Source: an optimization exercise on an open RTL-to-GDS flow (aim: small area). Production flows keep margins and buffers that such runs may drop.
At most, simulation tests tie the RTL to the original design; equivalence was not proved.

==> trial 90: inputs <==
// multiple_rounds
module multiple_rounds #(parameter N = 32, parameter M = 20)(
  input clk, input rst,
  input wire [N-1:0] a,
  input wire [N-1:0] b,
  input wire [N-1:0] c,
  input wire [N-1:0] d,
  output wire [N-1:0] a_out,
  output wire [N-1:0] b_out,
  output wire [N-1:0] c_out,
  output wire [N-1:0] d_out,
  output reg ready);
==> flow/config.mk <==
export PLATFORM = sky130hd
export DESIGN_NAME = multiple_rounds
export DESIGN_NICKNAME = multiple_rounds
export VERILOG_FILES = /design/flow/design.v
export SDC_FILE = /design/flow/constraint.sdc
export NUM_CORES = 4
export LEC_CHECK = 0
export CAP_MARGIN = 20
export CORE_MARGIN = 2
export CORE_UTILIZATION = 60
export PLACE_DENSITY = 0.7
export SLEW_MARGIN = 20
==> flow/constraint.sdc <==
create_clock -name core_clock -period 18.0 [get_ports {clk}]
set_input_delay 3.6000 -clock core_clock [delete_from_list [all_inputs] [get_ports {clk}]]
set_output_delay 3.6000 -clock core_clock [all_outputs]
set_load 0.01 [all_outputs]
run.sh (not shown) runs the stock make flow with config.mk's settings and CLKGATE_MAP_FILE= SYNTH_SCRIPT=/design/flow/synth_recipe.tcl, a recipe that flattens the netlist after the stock synthesis.
==> build 67 (differences from trial 90) <==
==> flow/flow/run.sh (new file) <==
#!/bin/bash
# The standard layout, with minimum-size buffers on the ports instead of
# the delay-cell buffers buffer_ports picks by default. The whole make output
# is kept in standard_flow.log; ORFS keeps each tool's log under orfs/logs/.
bash standard.sh "BUFFER_PORTS_ARGS=-buffer_cell sky130_fd_sc_hd__buf_1" finish > standard_flow.log 2>&1
==> flow/standard.sh (new file) <==
#!/bin/bash
# synth_recipe.tcl (not shown) runs the flow's synth.tcl, then flattens the netlist and writes it again
# the make line also repeats each setting of config.mk as NAME=value (left out here)
make -C /OpenROAD-flow-scripts/flow DESIGN_CONFIG=/design/flow/config.mk WORK_HOME=/design/flow/orfs CLKGATE_MAP_FILE= SYNTH_SCRIPT=/design/flow/synth_recipe.tcl "${@:-finish}"
- CTS_BUF_LIST: not set -> sky130_fd_sc_hd__clkbuf_16
- CTS_CLUSTER_DIAMETER: not set -> 60
- CTS_CLUSTER_SIZE: not set -> 20
removed: flow/run.sh
==> qor summary <==
| item | trial 90 | build 67 |
|---|---|---|
| Met2 global-route usage | 64.7% | 71.3% |
| Last weighted congestion value of the routability-driven placer | 1.14 | 1.15 |
| Clk_buf instances | 179 | 116 |
| Fin cells | 11000 | 10900 |
| Total number of vias | 70300 | 68500 |
| Buffer count excluding the clock tree in the final layout | 269 | 281 |
| Non-clock buffer share of cell area | 2.72% | 1.24% |
| Launch point of the critical path | r6_k22_z3 | r7_k23_z14 |
| Clock network area share | 5.70% | 4.23% |
| Outcome | no timing/DRC/antenna violations | no timing/DRC/antenna violations |
| Fraction of standard cell area in multi-input logic | 57.7% | 59.6% |
| First-pass GRT wire length | 489 mm | 488 mm |

==> inputs of 02-20 <==
Another version of the RTL of multiple_rounds (not shown whole).
==> flow/config.mk <==
export PLATFORM = sky130hd
export DESIGN_NAME = multiple_rounds
export DESIGN_NICKNAME = multiple_rounds
export VERILOG_FILES = /design/flow/design.v
export SDC_FILE = /design/flow/constraint.sdc
export NUM_CORES = 4
export LEC_CHECK = 0
export CAP_MARGIN = 20
export CORE_MARGIN = 2
export CORE_UTILIZATION = 60
export CTS_BUF_LIST = sky130_fd_sc_hd__clkbuf_16
export CTS_CLUSTER_DIAMETER = 75
export CTS_CLUSTER_SIZE = 35
export PLACE_DENSITY = 0.7
export SLEW_MARGIN = 20
==> flow/constraint.sdc <==
create_clock -name core_clock -period 18.0 [get_ports {clk}]
set_input_delay 3.6000 -clock core_clock [delete_from_list [all_inputs] [get_ports {clk}]]
set_output_delay 3.6000 -clock core_clock [all_outputs]
set_load 0.01 [all_outputs]
standard.sh (not shown) runs the stock make flow with config.mk's settings and CLKGATE_MAP_FILE= SYNTH_SCRIPT=/design/flow/synth_recipe.tcl, a recipe that flattens the netlist after the stock synthesis.
==> flow/flow/run.sh <==
#!/bin/bash
# The standard layout, with minimum-size buffers on the ports instead of
# the delay-cell buffers buffer_ports picks by default. The whole make output
# is kept in standard_flow.log; ORFS keeps each tool's log under orfs/logs/.
bash standard.sh "BUFFER_PORTS_ARGS=-buffer_cell sky130_fd_sc_hd__buf_1" finish > standard_flow.log 2>&1
==> inputs of 11-05, as changes to 02-20 <==
Settings changed: CTS_BUF_LIST sky130_fd_sc_hd__clkbuf_16 to sky130_fd_sc_hd__clkbuf_8 sky130_fd_sc_hd__clkbuf_16, CTS_CLUSTER_DIAMETER 75 to 70, CTS_CLUSTER_SIZE 35 to 30.
==> flow_summary.ini <==
[min_path]
holdPathEnd = r6_k22_s30

[timing]
post-route-period-util = 0.9762
fin_crit_ns = 17.57

[setup_path]
cp-startpoint = r8_k26_z29
r2r_start = r8_k26_z29

[run_status]
outcome = finished clean

[finish]
regArea_sq_um = 28630
n_antenna_cell = 13

[drt]
routed_wl_um = 347500
The numbers above come from 02-20.

==> flow_summary.ini <==
[yosys]
synthXorXnorAreaFrac = 0.2172
synth-simple-area-share = 0.06983
avgSynthCellArea_sq_um = 10.42
synth_top_cell_by_area = dfxtp_1
synth_cell_types = 91

[timing]
post-route-period-util = 0.9842
fin_crit_ns = 17.72
relSlewSlack = 0.1578

[setup_path]
r2r_start = r7_k25_z17

[min_path]
holdPathEnd = r6_k23_s2

[run_status]
outcome = finished clean

[finish]
n_antenna_cell = 12

[drt]
routed_wl_um = 348400

[clock_tree]
post-cts-setup-buffer-count = 0
The numbers above come from 11-05.


==> run a: inputs <==
multiple_rounds, a different RTL version from the one above (not shown whole).
## multiple_rounds
module multiple_rounds #(parameter N = 32, parameter M = 20)(
  input clk, input rst,
  input wire [N-1:0] a,
  input wire [N-1:0] b,
  input wire [N-1:0] c,
  input wire [N-1:0] d,
  output wire [N-1:0] a_out,
  output wire [N-1:0] b_out,
  output wire [N-1:0] c_out,
  output wire [N-1:0] d_out,
  output reg ready);
make LEC_CHECK=0 CAP_MARGIN=0 CORE_MARGIN=2 CORE_UTILIZATION=60 GPL_TIMING_DRIVEN=1 PLACE_DENSITY=0.7 SLEW_MARGIN=0 SYNTH_HIERARCHICAL=1 SYNTH_MINIMUM_KEEP_SIZE=0 finish   # period 18.0 ns
run.sh (not shown) runs the stock make flow with config.mk's settings and CLKGATE_MAP_FILE= SYNTH_SCRIPT=/design/flow/synth_recipe.tcl, a recipe that flattens the netlist after the stock synthesis.
Stock flow here: none of the scripts above is used.
==> inputs of run b, as changes to run a <==
- CORE_UTILIZATION: 60 -> 80
- GPL_ROUTABILITY_DRIVEN: not set -> 0
- PLACE_DENSITY: 0.7 -> 0.9
==> notes <==
Run b failed in 4_1_cts on DPL-0038. Run a died in 5_1_grt.
In synthesized cell count, run b and run a do not differ.
Synthesized area is the same in run a and run b.
==> figures <==
| quantity | run a | run b |
|---|---|---|
| Y dimension of the die | 381 microns | 331 microns |
| HPWL after detailed placement | 290000 microns | 300000 microns |
| Total of buffers placed on input and output ports | 258 | 258 |
| Mapped Nets | 8223 | 8223 |
| Placement-stage cell area | 108000 sq um | 101000 sq um |
| Std cell rows | 138 | 119 |
| Post-Syn Area per Cell | 10.6 sq um | 10.6 sq um |
| Most frequent cell after synthesis | xor2_1 | xor2_1 |
| Synthesized-area fraction occupied by ao, oa, aoi and oai cells | 1.64% | 1.64% |
| CTS buffer count | 150 | 143 |
| Yosys top cell area share | 33.3% | 33.3% |
| Starting utilization of the core area | 60.3% | 80.8% |
| Clock root cell | clkbuf_16 | clkbuf_16 |
| Run status | did not finish | did not finish |
| Last stage reached | 5_1_grt | 4_1_cts |
| Die span in x | 381 microns | 331 microns |
| Synth cell types | 15 | 15 |
| Fraction of the mapped netlist area in simple logic gates | 5.67% | 5.67% |
| Sinks on Clock Net | 1430 | 1430 |
| Pre-CTS setup slack | -2980 ps | -3220 ps |
| Htree depth | 4 | 4 |
| Number of placed instances, taps included | 12600 | 11200 |
| Number of standard cells after synthesis | 8053 | 8053 |
| Adder-cell share of the synthesized area | 0.587% | 0.587% |
No run of this note included a check of the RTL's function; only the layout flow was run.

==> 07-23: inputs <==
multiple_rounds, a different RTL version from the one above (not shown whole).
clock: 18.0 ns
lec_check: 0
cap_margin: 20
core_margin: 2
core_utilization: 45
place_density: 0.6
slew_margin: 20
synth_hierarchical: 1
synth_minimum_keep_size: 0
==> inputs of 01-20, as changes to 07-23 <==
--- a/flow/config.mk
+++ b/flow/config.mk
@@ -7,8 +7,9 @@
 export LEC_CHECK = 0
 export CAP_MARGIN = 20
 export CORE_MARGIN = 2
-export CORE_UTILIZATION = 45
-export PLACE_DENSITY = 0.6
+export CORE_UTILIZATION = 65
+export GPL_TIMING_DRIVEN = 0
+export PLACE_DENSITY = 0.72
 export SLEW_MARGIN = 20
 export SYNTH_HIERARCHICAL = 1
 export SYNTH_MINIMUM_KEEP_SIZE = 0
==> run_results.csv <==
group,metric,value,unit
status,status,"stopped before the end",
place,placed_area,79000,sq um
clocking,cts_buffers,148,
clocking,post_cts_resized,1843,
place,gp_congestion,1.04,
clocking,cts_post_setup_buffers_inserted,995,
status,firstError,"[ERROR GRT-0232] Routing congestion too high. Check the congestion heatmap in the GUI.",
status,lastStage,"5_1_grt",
the above is filed under 01-20

==> run_results.csv <==
group,metric,value,unit
sta,setup_slack,-3.12,ns
flow_run,cap_violations,1,
status,violations,"capacitance limit, slew limit, setup timing",
sta,drv_slew,4,
status,status,"complete, but fails checks",
sta,setup_viol,302,
the above is filed under 07-23

No functional check of the RTL was part of any run of this note.

==> amber <==
multiple_rounds with an RTL version that a note above also has.
export LEC_CHECK = 0
export CAP_MARGIN = 20
export CORE_MARGIN = 2
export CORE_UTILIZATION = 60
export CTS_BUF_LIST = sky130_fd_sc_hd__clkbuf_16
export CTS_CLUSTER_DIAMETER = 60
export CTS_CLUSTER_SIZE = 20
export PLACE_DENSITY = 0.7
export SLEW_MARGIN = 20
create_clock -name core_clock -period 18.0 [get_ports {clk}]
standard.sh (not shown) runs the stock make flow with config.mk's settings and CLKGATE_MAP_FILE= SYNTH_SCRIPT=/design/flow/synth_recipe.tcl, a recipe that flattens the netlist after the stock synthesis.
Scripts as last shown in full above: flow/flow/run.sh
==> indigo (differences from amber) <==
CTS_CLUSTER_SIZE = 25   (was 20)
==> run_results.csv <==
group,metric,value,unit
outcome,status,"complete, no violations",
worst_setup_path,arrival,18.31,ns
global_route,grt_use_total,47.2,%
# the run above: indigo

==> run_results.csv <==
group,metric,value,unit
job,drv_cap,0,
drt,drtAntennaViolNets,0,
outcome,status,"complete, no violations",
final_layout,fin_util,65.8,%
sta,setup_slack,0.246,ns
worst_setup_path,arrival,18.43,ns
global_route,grt_busiest_layer,"met2",
# the run above: amber


==> try-tundra: inputs <==
==> flow/design.v <==
module chacha20_quarter#(parameter N = 32)(
    input wire [N-1:0] a,
    input wire [N-1:0] b,
    input wire [N-1:0] c,
    input wire [N-1:0] d,
    output wire [N-1:0] a_out,
    output wire [N-1:0] b_out,
    output wire [N-1:0] c_out,
    output wire [N-1:0] d_out
);
function [N-1:0] rotate_left;
    input [N-1:0] value;
    input integer amount;
    begin
        rotate_left = (value << amount) | (value >> (32 - amount));
    end
endfunction
function [31:0] add32;
    input [31:0] x, y;
    reg [31:0] g, p, G, P, G2, P2;
    integer i, s;
    begin
        g = x & y; p = x ^ y;
        G = g; P = p;
        for (s = 1; s < 32; s = s * 2) begin
            G2 = G; P2 = P;
            for (i = 0; i < 32; i = i + 1)
                if ((i / s) % 2 == 1) begin
                    G2[i] = G[i] | (P[i] & G[(i / s) * s - 1]);
                    P2[i] = P[i] & P[(i / s) * s - 1];
                end
            G = G2; P = P2;
        end
        add32 = p ^ {G[30:0], 1'b0};
    end
endfunction
wire [N-1:0] a1, b1, c1, d1, a2, b2, c2, d2;
assign a1 = add32(a, b);
assign d1 = rotate_left(d ^ a1, 16);
assign c1 = add32(c, d1);
assign b1 = rotate_left(b ^ c1, 12);
assign a2 = add32(a1, b1);
assign d2 = rotate_left(d1 ^ a2, 8);
assign c2 = add32(c1, d2);
assign b2 = rotate_left(b1 ^ c2, 7);
assign a_out = a2;
assign b_out = b2;
assign c_out = c2;
assign d_out = d2;
endmodule
module multiple_rounds#(parameter N = 32, parameter M= 20)(
  input clk, input rst,
  input wire [N-1:0] a,
  input wire [N-1:0] b,
  input wire [N-1:0] c,
  input wire [N-1:0] d,
  output wire [N-1:0] a_out,
  output wire [N-1:0] b_out,
  output wire [N-1:0] c_out,
  output wire [N-1:0] d_out,
  output reg ready);
  reg [4*N-1:0] hold_0;
  reg [10:1] valid;
  genvar i;
  generate for (i = 0; i < 10; i = i + 1) begin : rounds
    wire [4*N-1:0] cur;
    wire [4*N-1:0] nxt;
    reg [4*N-1:0] hold;
    if (i == 0) begin : first
      assign cur = hold_0;
    end else begin : later
      assign cur = rounds[i-1].hold;
    end
    chacha20_quarter #(.N(N)) qr(.a(cur[4*N-1:3*N]), .b(cur[3*N-1:2*N]),
                                 .c(cur[2*N-1:N]), .d(cur[N-1:0]),
                                 .a_out(nxt[4*N-1:3*N]), .b_out(nxt[3*N-1:2*N]),
                                 .c_out(nxt[2*N-1:N]), .d_out(nxt[N-1:0]));
    always @(posedge clk)
      hold <= nxt;
  end endgenerate
  always @(posedge clk)
    hold_0 <= {a, b, c, d};
  always @(posedge clk or negedge rst) begin
    if (~rst) begin
      ready <= 1'b0;
      valid <= 10'b0;
    end else begin
      ready <= 1'b1;
      valid <= {valid[9:1], ready};
    end
  end
  assign {a_out, b_out, c_out, d_out} = rounds[9].hold & {4*N{valid[10]}};
endmodule
==> flow/run.sh <==
#!/bin/bash
# synth_recipe.tcl (not shown) runs the flow's synth.tcl, then flattens the netlist and writes it again
# the make line also repeats each setting of config.mk as NAME=value (left out here)
make -C /OpenROAD-flow-scripts/flow DESIGN_CONFIG=/design/flow/config.mk WORK_HOME=/design/flow/orfs CLKGATE_MAP_FILE= SYNTH_SCRIPT=/design/flow/synth_recipe.tcl finish
==> flow/config.mk <==
export PLATFORM = sky130hd
export DESIGN_NAME = multiple_rounds
export DESIGN_NICKNAME = multiple_rounds
export VERILOG_FILES = /design/flow/design.v
export SDC_FILE = /design/flow/constraint.sdc
export NUM_CORES = 4
export LEC_CHECK = 0
export CAP_MARGIN = 20
export CORE_MARGIN = 2
export CORE_UTILIZATION = 45
export PLACE_DENSITY = 0.6
export SLEW_MARGIN = 20
==> flow/constraint.sdc <==
create_clock -name core_clock -period 18.0 [get_ports {clk}]
set_input_delay 3.6000 -clock core_clock [delete_from_list [all_inputs] [get_ports {clk}]]
set_output_delay 3.6000 -clock core_clock [all_outputs]
set_load 0.01 [all_outputs]
==> inputs of try-amber, as changes to try-tundra <==
==> flow/flow/run.sh (new file) <==
#!/bin/bash
# The standard layout, with minimum-size buffers on the ports instead of
# the delay-cell buffers buffer_ports picks by default. The whole make output
# is kept in standard_flow.log; ORFS keeps each tool's log under orfs/logs/.
bash standard.sh "BUFFER_PORTS_ARGS=-buffer_cell sky130_fd_sc_hd__buf_1" finish > standard_flow.log 2>&1
==> flow/standard.sh (new file) <==
#!/bin/bash
# synth_recipe.tcl (not shown) runs the flow's synth.tcl, then flattens the netlist and writes it again
# the make line also repeats each setting of config.mk as NAME=value (left out here)
make -C /OpenROAD-flow-scripts/flow DESIGN_CONFIG=/design/flow/config.mk WORK_HOME=/design/flow/orfs CLKGATE_MAP_FILE= SYNTH_SCRIPT=/design/flow/synth_recipe.tcl "${@:-finish}"
- CORE_UTILIZATION: 45 -> 60
- CTS_BUF_LIST: not set -> sky130_fd_sc_hd__clkbuf_4 sky130_fd_sc_hd__clkbuf_8
- PLACE_DENSITY: 0.6 -> 0.7
removed: flow/run.sh
==> comparison <==
- Of try-tundra and try-amber, try-amber has the higher worst hold slack (gap 1.2 ps).
- Against try-tundra, the via count of try-amber is higher by 0.91%.
- In try-tundra the core utilization is lower than in try-amber, by 15 points.
- Between try-amber and try-tundra, the lower register-to-register slack is in try-tundra (gap 840 ps).
- Against try-tundra, the first-iteration DRC count of try-amber is higher by about 20%.
- Against try-tundra, the count of clock-buffer cells in the layout of try-amber is higher by 119.
- Setup slack: try-tundra is lower than try-amber (840 ps).

-- afterwards: timing with drivers on the ports --
In the flow no input, the clock included, has a driving cell. The finished layouts below were timed again as built, in two steps. Step 1: set_driving_cell puts a clkbuf_16 on clk and a buf_2 on each other input, an assumption about the parent block. Step 2, shift: input delay + t, output delay - t, t = (earliest + latest rising clock arrival at the registers) / 2. This alone moves slack from input paths to output paths. Three values: ideal ports, drivers, drivers and shift; two values: the first two.
run | t, ns | setup WS [ns] | worst setup path at the end | slew at the worst register clock pin (ns)
trial 90 | 0.901 | 0.283 / 0.283 / 0.283 | register to register | 0.08 / 0.08
build 67 | 0.844 | 0.336 / 0.336 / 0.336 | register to register | 0.09 / 0.09
02-20 | 0.837 | 0.429 / 0.429 / 0.079 | input to register | 0.12 / 0.12
11-05 | 0.834 | 0.285 / 0.285 / 0.103 | input to register | 0.12 / 0.12
07-23 | 0.909 | -3.121 / -3.121 / -3.121 | register to register | 0.07 / 0.07
amber | 0.866 | 0.246 / 0.246 / 0.047 | input to register | 0.09 / 0.09
indigo | 0.867 | 0.377 / 0.377 / 0.057 | input to register | 0.10 / 0.10
try-tundra | 0.938 | 3.505 / 3.505 / 3.505 | register to register | 0.07 / 0.07
try-amber | 1.042 | 4.344 / 4.344 / 4.344 | register to register | 0.08 / 0.08
For 02-20, which loses most, drivers alone change the setup slack by 0.000 ns; drivers and shift together by -0.350 ns.
